Source: an optimization exercise on an open RTL-to-GDS flow (aim: small area). Production flows keep margins and buffers that such runs may drop. The RTL was checked by simulation tests, not by an equivalence proof against the original design. The flow treats the clock pin as an ideal source. Dropping or thinning the clock tree relies on that and would not hold on a real chip. Power is estimated from default activity; no workload was simulated.

==> module top_module, before the edit <==
module top_module(
    input clk,
    input btn_rst,
    input btn_pause,
    output sclk,
    output rclk,
    output dio,
    output buzzer
    );
    wire rst = btn_rst;
    reg [4:0] J;       
    reg [4:0] H;       
    reg [1:0] Q;       
    reg       F;       
    wire l5   = J[4] & J[0];
    wire l8   = J[4] & J[3] & ~J[2];
    wire l9   = J[4] & ~J[3];
    wire l01  = ~J[4] & ~J[1];
    wire lle5 = ~J[4] | J[0];    
    wire l0   = ~J[4] & ~J[0];
    wire h24  = H[4] & H[3];     
    wire wrap = l9 & h24;
    always @(posedge clk or posedge rst) begin
        if (rst) begin
            J <= 5'b11000;   
            H <= 5'd24;
            Q <= 2'd3;
            F <= 1'b1;
        end else begin
            J <= {J[3:0], ~J[4]};
            H[0] <= H[0] ^ (l9 & ~h24);
            H[1] <= H[1] ^ (l9 & H[0]);
            H[2] <= H[2] ^ (l9 & H[0] & H[1]);
            H[3] <= H[3] ^ (l9 & ((H[0] & H[1] & H[2]) | h24));
            H[4] <= H[4] ^ (l9 & ((H[0] & H[1] & H[2] & H[3]) | h24));
            Q[0] <= Q[0] ^ wrap;
            Q[1] <= Q[1] ^ (wrap & Q[0]);
            if (wrap & (Q == 2'd1)) F <= 1'b0;
        end
    end
    wire ctick = ~F & (Q == 2'd3) & h24 & l8;
    wire t1    = (Q == 2'd3) & h24 & l9;
    wire tp    = (Q == 2'd2) & (H == 5'd0) & l01;
    reg       sync0, sync1, bstate, bprev, running;
    reg [7:0] cnt;     
    wire differ = bstate ^ sync1;
    wire hit    = ~cnt[7] & cnt[4] & ~cnt[3] & cnt[2] & ~cnt[1] & ~cnt[0];
    wire fb     = ~(cnt[7] ^ cnt[4] ^ cnt[3]);
    always @(posedge clk or posedge rst) begin
        if (rst) begin
            sync0 <= 1'b0;
            sync1 <= 1'b0;
            bstate <= 1'b0;
            bprev <= 1'b0;
            running <= 1'b1;
            cnt <= 8'd0;
        end else begin
            sync0 <= btn_pause;
            sync1 <= sync0;
            bprev <= bstate;
            if (bstate & ~bprev) running <= ~running;
            if (differ & hit) bstate <= sync1;
            cnt <= (differ & ~hit) ? {cnt[6:0], fb} : 8'd0;
        end
    end
    reg [3:0] r0, r1, r2, r3;
    reg       c;       
    wire      nine = r0[3] & r0[0];    
    wire      inc  = ctick ? running : ((t1 | tp) & c);
    wire [3:0] g;
    assign g[0] = r0[0] ^ inc;
    assign g[1] = r0[1] ^ (inc & r0[0] & ~r0[3]);
    assign g[2] = r0[2] ^ (inc & r0[0] & r0[1]);
    assign g[3] = r0[3] ^ (inc & r0[0] & (r0[3] | (r0[2] & r0[1])));
    always @(posedge clk or posedge rst) begin
        if (rst) begin
            r0 <= 4'd0; r1 <= 4'd0; r2 <= 4'd0; r3 <= 4'd0;
            c <= 1'b0;
        end else begin
            r0 <= r1; r1 <= r2; r2 <= r3; r3 <= g;
            if (ctick | t1 | tp) c <= inc & nine;
        end
    end
    reg buz;
    always @(posedge clk or posedge rst) begin
        if (rst) buz <= 1'b0;
        else if (t1) buz <= (g == 4'd1);
    end
    assign buzzer = buz;
    wire       active = ~F | Q[0];
    wire [1:0] didx = {~Q[1], Q[0]};           
    wire [1:0] pos  = {~Q[1] ^ H[0], ~Q[0]};   
    reg  [3:0] dv;
    always @(*) begin
        case (pos)
            2'd0: dv = r0;
            2'd1: dv = r1;
            2'd2: dv = r2;
            default: dv = r3;
        endcase
    end
    reg [6:0] seg;     
    always @(*) begin
        case (dv)
            4'h0: seg = 7'b0111111;
            4'h1: seg = 7'b0000110;
            4'h2: seg = 7'b1011011;
            4'h3: seg = 7'b1001111;
            4'h4: seg = 7'b1100110;
            4'h5: seg = 7'b1101101;
            4'h6: seg = 7'b1111101;
            4'h7: seg = 7'b0000111;
            4'h8: seg = 7'b1111111;
            4'h9: seg = 7'b1101111;
            default: seg = 7'b0000000;
        endcase
    end
    reg bitv;
    always @(*) begin
        case (H[3:2])
            2'd0: bitv = 1'b1;
            2'd1: bitv = F | (didx != ~H[1:0]);
            2'd2: bitv = (H[1:0] == 2'd0) ? 1'b0 : seg[3'd7 - {1'b0, H[1:0]}];
            default: bitv = seg[3'd3 - {1'b0, H[1:0]}];
        endcase
    end
    reg dio_r;
    always @(posedge clk or posedge rst) begin
        if (rst) dio_r <= 1'b0;
        else if (active & ~H[4] & l5) dio_r <= bitv;
    end
    assign dio = dio_r;
    assign sclk = active & (((H != 5'd0) & ~H[4] & lle5) | (H == 5'd16) | ((H == 5'd17) & l0));
    assign rclk = active & (H == 5'd16) & ~lle5;
endmodule
Settings: LEC_CHECK=0, CAP_MARGIN=20, CORE_MARGIN=2, CORE_UTILIZATION=40, SLEW_MARGIN=20; clock period 20.0 ns.
run.sh (not shown) runs the stock make flow with config.mk's settings and CLKGATE_MAP_FILE= SYNTH_SCRIPT=/design/flow/synth_recipe.tcl, a recipe that flattens the netlist after the stock synthesis.
==> next run, changes <==
--- a/flow/design.v
+++ b/flow/design.v
@@ -16,28 +16,25 @@
     wire l8   = J[4] & J[3] & ~J[2];
     wire l9   = J[4] & ~J[3];
     wire l01  = ~J[4] & ~J[1];
     wire lle5 = ~J[4] | J[0];    
     wire l0   = ~J[4] & ~J[0];
-    wire h24  = H[4] & H[3];     
+    wire h24  = (H == 5'd24);
     wire wrap = l9 & h24;
     always @(posedge clk or posedge rst) begin
         if (rst) begin
             J <= 5'b11000;   
             H <= 5'd24;
             Q <= 2'd3;
             F <= 1'b1;
         end else begin
             J <= {J[3:0], ~J[4]};
-            H[0] <= H[0] ^ (l9 & ~h24);
-            H[1] <= H[1] ^ (l9 & H[0]);
-            H[2] <= H[2] ^ (l9 & H[0] & H[1]);
-            H[3] <= H[3] ^ (l9 & ((H[0] & H[1] & H[2]) | h24));
-            H[4] <= H[4] ^ (l9 & ((H[0] & H[1] & H[2] & H[3]) | h24));
-            Q[0] <= Q[0] ^ wrap;
-            Q[1] <= Q[1] ^ (wrap & Q[0]);
-            if (wrap & (Q == 2'd1)) F <= 1'b0;
+            if (l9) H <= h24 ? 5'd0 : H + 5'd1;
+            if (wrap) begin
+                Q <= Q + 2'd1;
+                if (Q == 2'd1) F <= 1'b0;
+            end
         end
     end
     wire ctick = ~F & (Q == 2'd3) & h24 & l8;
     wire t1    = (Q == 2'd3) & h24 & l9;
     wire tp    = (Q == 2'd2) & (H == 5'd0) & l01;
@@ -63,17 +60,13 @@
             cnt <= (differ & ~hit) ? {cnt[6:0], fb} : 8'd0;
         end
     end
     reg [3:0] r0, r1, r2, r3;
     reg       c;       
-    wire      nine = r0[3] & r0[0];    
+    wire      nine = (r0 == 4'd9);
     wire      inc  = ctick ? running : ((t1 | tp) & c);
-    wire [3:0] g;
-    assign g[0] = r0[0] ^ inc;
-    assign g[1] = r0[1] ^ (inc & r0[0] & ~r0[3]);
-    assign g[2] = r0[2] ^ (inc & r0[0] & r0[1]);
-    assign g[3] = r0[3] ^ (inc & r0[0] & (r0[3] | (r0[2] & r0[1])));
+    wire [3:0] g   = inc ? (nine ? 4'd0 : r0 + 4'd1) : r0;
     always @(posedge clk or posedge rst) begin
         if (rst) begin
             r0 <= 4'd0; r1 <= 4'd0; r2 <= 4'd0; r3 <= 4'd0;
             c <= 1'b0;
         end else begin
Result: Power shrinks by a few percent; sequential share of layout area fell by 2.2 points; worst setup slack degrades by 0.11 ns; flip-flop and latch count is unchanged; final area climbs by a few percent; wire length is higher by roughly a tenth; worst hold slack got worse by 0.0037 ns; die area went up by a few percent; via count came out higher by roughly a tenth; final cell count rose by a little under a tenth; maximum frequency is lower slightly; non-clock buffer count is unchanged; clock power falls by roughly a tenth; critical path depth is higher by 3.

========
The RTL this note starts from:
==> flow/design.v <==
module top_module(
    input clk,
    input btn_rst,
    input btn_pause,
    output sclk,
    output rclk,
    output dio,
    output buzzer
    );
    wire rst = btn_rst;
    reg [4:0] J;       
    reg [4:0] H;       
    reg [1:0] Q;       
    reg       F;       
    wire l5   = J[4] & J[0];
    wire l8   = J[4] & J[3] & ~J[2];
    wire l9   = J[4] & ~J[3];
    wire l01  = ~J[4] & ~J[1];
    wire lle5 = ~J[4] | J[0];    
    wire l0   = ~J[4] & ~J[0];
    wire h24  = H[4] & H[3];     
    wire wrap = l9 & h24;
    always @(posedge clk or posedge rst) begin
        if (rst) begin
            J <= 5'b11000;   
            H <= 5'd24;
            Q <= 2'd3;
            F <= 1'b1;
        end else begin
            J <= {J[3:0], ~J[4]};
            H[0] <= H[0] ^ (l9 & ~h24);
            H[1] <= H[1] ^ (l9 & H[0]);
            H[2] <= H[2] ^ (l9 & H[0] & H[1]);
            H[3] <= H[3] ^ (l9 & ((H[0] & H[1] & H[2]) | h24));
            H[4] <= H[4] ^ (l9 & ((H[0] & H[1] & H[2] & H[3]) | h24));
            Q[0] <= Q[0] ^ wrap;
            Q[1] <= Q[1] ^ (wrap & Q[0]);
            if (wrap & (Q == 2'd1)) F <= 1'b0;
        end
    end
    wire ctick = ~F & (Q == 2'd3) & h24 & l8;
    wire t1    = (Q == 2'd3) & h24 & l9;
    wire tp    = (Q == 2'd2) & (H == 5'd0) & l01;
    reg       sync0, sync1, bstate, bprev, running;
    reg [7:0] cnt;
    wire [7:0] s = cnt ^ 8'h55;
    wire differ = bstate ^ sync1;
    wire hit    = (s & 8'hf7) == 8'hd4;
    wire fb     = s[7] ^ s[2];
    always @(posedge clk or posedge rst) begin
        if (rst) begin
            sync0 <= 1'b0;
            sync1 <= 1'b0;
            bstate <= 1'b0;
            bprev <= 1'b0;
            running <= 1'b1;
            cnt <= 8'd0;
        end else begin
            sync0 <= btn_pause;
            sync1 <= sync0;
            bprev <= bstate;
            if (bstate & ~bprev) running <= ~running;
            if (differ & hit) bstate <= sync1;
            cnt <= (differ & ~hit) ? ({s[6:0], fb} ^ 8'h55) : 8'd0;
        end
    end
    reg [3:0] r0, r1, r2, r3;
    reg       c;       
    wire      nine = r0[3] & r0[0];    
    wire      inc  = ctick ? running : ((t1 | tp) & c);
    wire [3:0] g;
    assign g[0] = r0[0] ^ inc;
    assign g[1] = r0[1] ^ (inc & r0[0] & ~r0[3]);
    assign g[2] = r0[2] ^ (inc & r0[0] & r0[1]);
    assign g[3] = r0[3] ^ (inc & r0[0] & (r0[3] | (r0[2] & r0[1])));
    always @(posedge clk or posedge rst) begin
        if (rst) begin
            r0 <= 4'd0; r1 <= 4'd0; r2 <= 4'd0; r3 <= 4'd0;
            c <= 1'b0;
        end else begin
            r0 <= r1; r1 <= r2; r2 <= r3; r3 <= g;
            if (ctick | t1 | tp) c <= inc & nine;
        end
    end
    reg buz;
    always @(posedge clk or posedge rst) begin
        if (rst) buz <= 1'b0;
        else if (t1) buz <= (g == 4'd1);
    end
    assign buzzer = buz;
    wire       active = ~F | Q[0];
    wire [1:0] didx = {~Q[1], Q[0]};           
    wire [1:0] pos  = {~Q[1] ^ H[0], ~Q[0]};   
    reg  [3:0] dv;
    always @(*) begin
        case (pos)
            2'd0: dv = r0;
            2'd1: dv = r1;
            2'd2: dv = r2;
            default: dv = r3;
        endcase
    end
    reg [6:0] seg;     
    always @(*) begin
        case (dv)
            4'h0: seg = 7'b0111111;
            4'h1: seg = 7'b0000110;
            4'h2: seg = 7'b1011011;
            4'h3: seg = 7'b1001111;
            4'h4: seg = 7'b1100110;
            4'h5: seg = 7'b1101101;
            4'h6: seg = 7'b1111101;
            4'h7: seg = 7'b0000111;
            4'h8: seg = 7'b1111111;
            4'h9: seg = 7'b1101111;
            default: seg = 7'b0000000;
        endcase
    end
    reg bitv;
    always @(*) begin
        case (H[3:2])
            2'd0: bitv = 1'b1;
            2'd1: bitv = F | (didx != ~H[1:0]);
            2'd2: bitv = (H[1:0] == 2'd0) ? 1'b0 : seg[3'd7 - {1'b0, H[1:0]}];
            default: bitv = seg[3'd3 - {1'b0, H[1:0]}];
        endcase
    end
    reg dio_r;
    always @(posedge clk or posedge rst) begin
        if (rst) dio_r <= 1'b0;
        else if (active & ~H[4] & l5) dio_r <= bitv;
    end
    assign dio = dio_r;
    assign sclk = active & (((H != 5'd0) & ~H[4] & lle5) | (H == 5'd16) | ((H == 5'd17) & l0));
    assign rclk = active & (H == 5'd16) & ~lle5;
endmodule
==> flow/config.mk <==
export PLATFORM = sky130hd
export DESIGN_NAME = top_module
export DESIGN_NICKNAME = top_module
export VERILOG_FILES = /design/flow/design.v
export SDC_FILE = /design/flow/constraint.sdc
export NUM_CORES = 4
export LEC_CHECK = 0
export CAP_MARGIN = 20
export CORE_AREA = 2 2 64 64
export DIE_AREA = 0 0 66 66
export SLEW_MARGIN = 20
==> flow/constraint.sdc <==
create_clock -name core_clock -period 20.0 [get_ports {clk}]
set_input_delay 4.0000 -clock core_clock [delete_from_list [all_inputs] [get_ports {clk}]]
set_output_delay 4.0000 -clock core_clock [all_outputs]
set_load 0.01 [all_outputs]
standard.sh (not shown) runs the stock make flow with config.mk's settings and CLKGATE_MAP_FILE= SYNTH_SCRIPT=/design/flow/synth_recipe.tcl, a recipe that flattens the netlist after the stock synthesis.
==> flow/flow/run.sh <==
#!/bin/bash
# Layout flow: the standard flow (standard.sh) with three changes.
#  1. After the standard synthesis, the same synthesis is run again with
#     area-oriented ABC scripts (flow/abc_N.script, in parallel) in place of
#     ORFS's abc_speed.script. Only the combinational mapping changes. The
#     smallest of those netlists that has exactly the standard synthesis's
#     registers (same names, same cell types) replaces the standard one.
#  2. Ports are buffered with buf_1 cells.
#  3. The clock tree is one level of buffers: flow/manual_cts.tcl, sourced
#     as ORFS's PRE_CTS hook, replaces clock_tree_synthesis so that the clock
#     port drives 3 buf_6 cells, each driving a third of the registers.
# Each tool's output goes to a log_*.txt file in the work folder.
set -euo pipefail
W=$(pwd)
R=$W/orfs/results/$FLOW_PLATFORM/top_module/base

bash standard.sh synth > $W/log_1_synth_standard.txt 2>&1

regs() { grep -oE '^\s*sky130_fd_sc_hd__(df|sdf|edf|dl)[a-z0-9_]+\s+\S+' "$1" | sed -E 's/_[0-9]+\s+/ /' | sort; }
area() { grep -oE 'Chip area for module .*: [0-9.]+' "$1" | awk '{print $NF}'; }

# 1. area-oriented syntheses, each in its own ORFS work folder
for s in $W/flow/abc_*.script; do
    n=$(basename $s .script)
    (
        rm -rf $W/scripts_$n
        cp -r $FLOW_HOME/scripts $W/scripts_$n
        cp $s $W/scripts_$n/abc_speed.script
        make -C $FLOW_HOME DESIGN_CONFIG=$W/config.mk WORK_HOME=$W/orfs_$n \
            CLKGATE_MAP_FILE= SYNTH_SCRIPT=$W/synth_recipe.tcl \
            SCRIPTS_DIR=$W/scripts_$n \
            $W/orfs_$n/results/$FLOW_PLATFORM/top_module/base/1_2_yosys.v > $W/log_1_synth_$n.txt 2>&1 || true
    ) &
done
wait

best=""; best_area=$(area $W/orfs/reports/$FLOW_PLATFORM/top_module/base/synth_stat.txt)
echo "standard: $best_area" > $W/log_1_choice.txt
for s in $W/flow/abc_*.script; do
    n=$(basename $s .script)
    A=$W/orfs_$n/results/$FLOW_PLATFORM/top_module/base/1_2_yosys.v
    S=$W/orfs_$n/reports/$FLOW_PLATFORM/top_module/base/synth_stat.txt
    [[ -s $A && -s $S ]] || { echo "$n: failed" >> $W/log_1_choice.txt; continue; }
    if ! diff <(regs $R/1_2_yosys.v) <(regs $A) > /dev/null; then
        echo "$n: registers differ" >> $W/log_1_choice.txt; continue
    fi
    a=$(area $S)
    echo "$n: $a" >> $W/log_1_choice.txt
    if awk -v a=$a -v b=$best_area 'BEGIN { exit !(a < b) }'; then best=$n; best_area=$a; fi
done
if [[ -n $best ]]; then
    echo "using $best ($best_area)" >> $W/log_1_choice.txt
    cp $W/orfs_$best/results/$FLOW_PLATFORM/top_module/base/1_2_yosys.v $R/1_2_yosys.v
    touch $R/1_2_yosys.v
else
    echo "using the standard netlist" >> $W/log_1_choice.txt
fi

# 2., 3. the rest of the standard flow
export BUFFER_PORTS_ARGS="-buffer_cell sky130_fd_sc_hd__buf_1"
export PRE_CTS_TCL=$W/flow/manual_cts.tcl
export MANUAL_CTS_PORT=clk
export MANUAL_CTS_NB=3
export MANUAL_CTS_BUF=sky130_fd_sc_hd__buf_6
bash standard.sh finish > $W/log_2_finish.txt 2>&1
Other scripts of this flow, unchanged in this note and not shown: flow/flow/abc_1.script, flow/flow/abc_2.script, flow/flow/abc_3.script, flow/flow/abc_4.script, flow/flow/manual_cts.tcl
Next try:
--- a/flow/design.v
+++ b/flow/design.v
@@ -39,17 +39,16 @@
         end
     end
     wire ctick = ~F & (Q == 2'd3) & h24 & l8;
     wire t1    = (Q == 2'd3) & h24 & l9;
     wire tp    = (Q == 2'd2) & (H == 5'd0) & l01;
     reg       sync0, sync1, bstate, bprev, running;
-    reg [7:0] cnt;
-    wire [7:0] s = cnt ^ 8'h55;
+    reg [7:0] cnt;     
     wire differ = bstate ^ sync1;
-    wire hit    = (s & 8'hf7) == 8'hd4;
-    wire fb     = s[7] ^ s[2];
+    wire hit    = ~cnt[7] & cnt[4] & ~cnt[3] & cnt[2] & ~cnt[1] & ~cnt[0];
+    wire fb     = ~(cnt[7] ^ cnt[4] ^ cnt[3]);
     always @(posedge clk or posedge rst) begin
         if (rst) begin
             sync0 <= 1'b0;
             sync1 <= 1'b0;
             bstate <= 1'b0;
             bprev <= 1'b0;
@@ -58,13 +57,13 @@
         end else begin
             sync0 <= btn_pause;
             sync1 <= sync0;
             bprev <= bstate;
             if (bstate & ~bprev) running <= ~running;
             if (differ & hit) bstate <= sync1;
-            cnt <= (differ & ~hit) ? ({s[6:0], fb} ^ 8'h55) : 8'd0;
+            cnt <= (differ & ~hit) ? {cnt[6:0], fb} : 8'd0;
         end
     end
     reg [3:0] r0, r1, r2, r3;
     reg       c;       
     wire      nine = r0[3] & r0[0];    
     wire      inc  = ctick ? running : ((t1 | tp) & c);
After rerunning: Routed wire length drops by a few percent; total power drops by about a fifth; cell area climbs slightly; worst setup slack gets better by 0.067 ns; cell count drops by a few percent; die area is unchanged; global-route usage climbs by 0.13 points; via count drops by a little under a tenth; critical path depth climbs by 1; utilization climbs by 0.58 points; area after synthesis climbs slightly.
In every run of this note, the design's own scripts or RTL, not TritonCTS, make the clock network.

afterwards: timing with drivers on the ports:
The results above use ideal ports. As a check the final layouts listed here were re-extracted and re-timed, cells and wires unchanged.
Step 1 sets driving cells, clkbuf_16 on the clock port and buf_2 on the other inputs (assumed; they add their load-dependent delay and slew).
Step 2 moves the port delays by t, midway between the first and last clock arrival at a register: inputs arrive t later, outputs are due t later. That takes back most of the time a late clock gives input paths.
Slacks: ideal ports / drivers / drivers and shift; pairs: ideal ports / drivers.
run	shift t [ns]	setup WS [ns]	clock arrival spread, ns	slew at the worst register clock pin (ns)
the first run of note 1	0.311	13.850 / 13.823 / 14.134	0.008 / 0.008	0.08 / 0.08
the second run of note 1	0.311	13.743 / 13.718 / 14.029	0.006 / 0.006	0.08 / 0.08
the first run of note 2	0.166	14.320 / 14.278 / 14.444	0.010 / 0.010	0.10 / 0.10
the second run of note 2	0.171	14.387 / 14.339 / 14.511	0.007 / 0.007	0.10 / 0.10
After both steps every run listed still meets setup and hold.
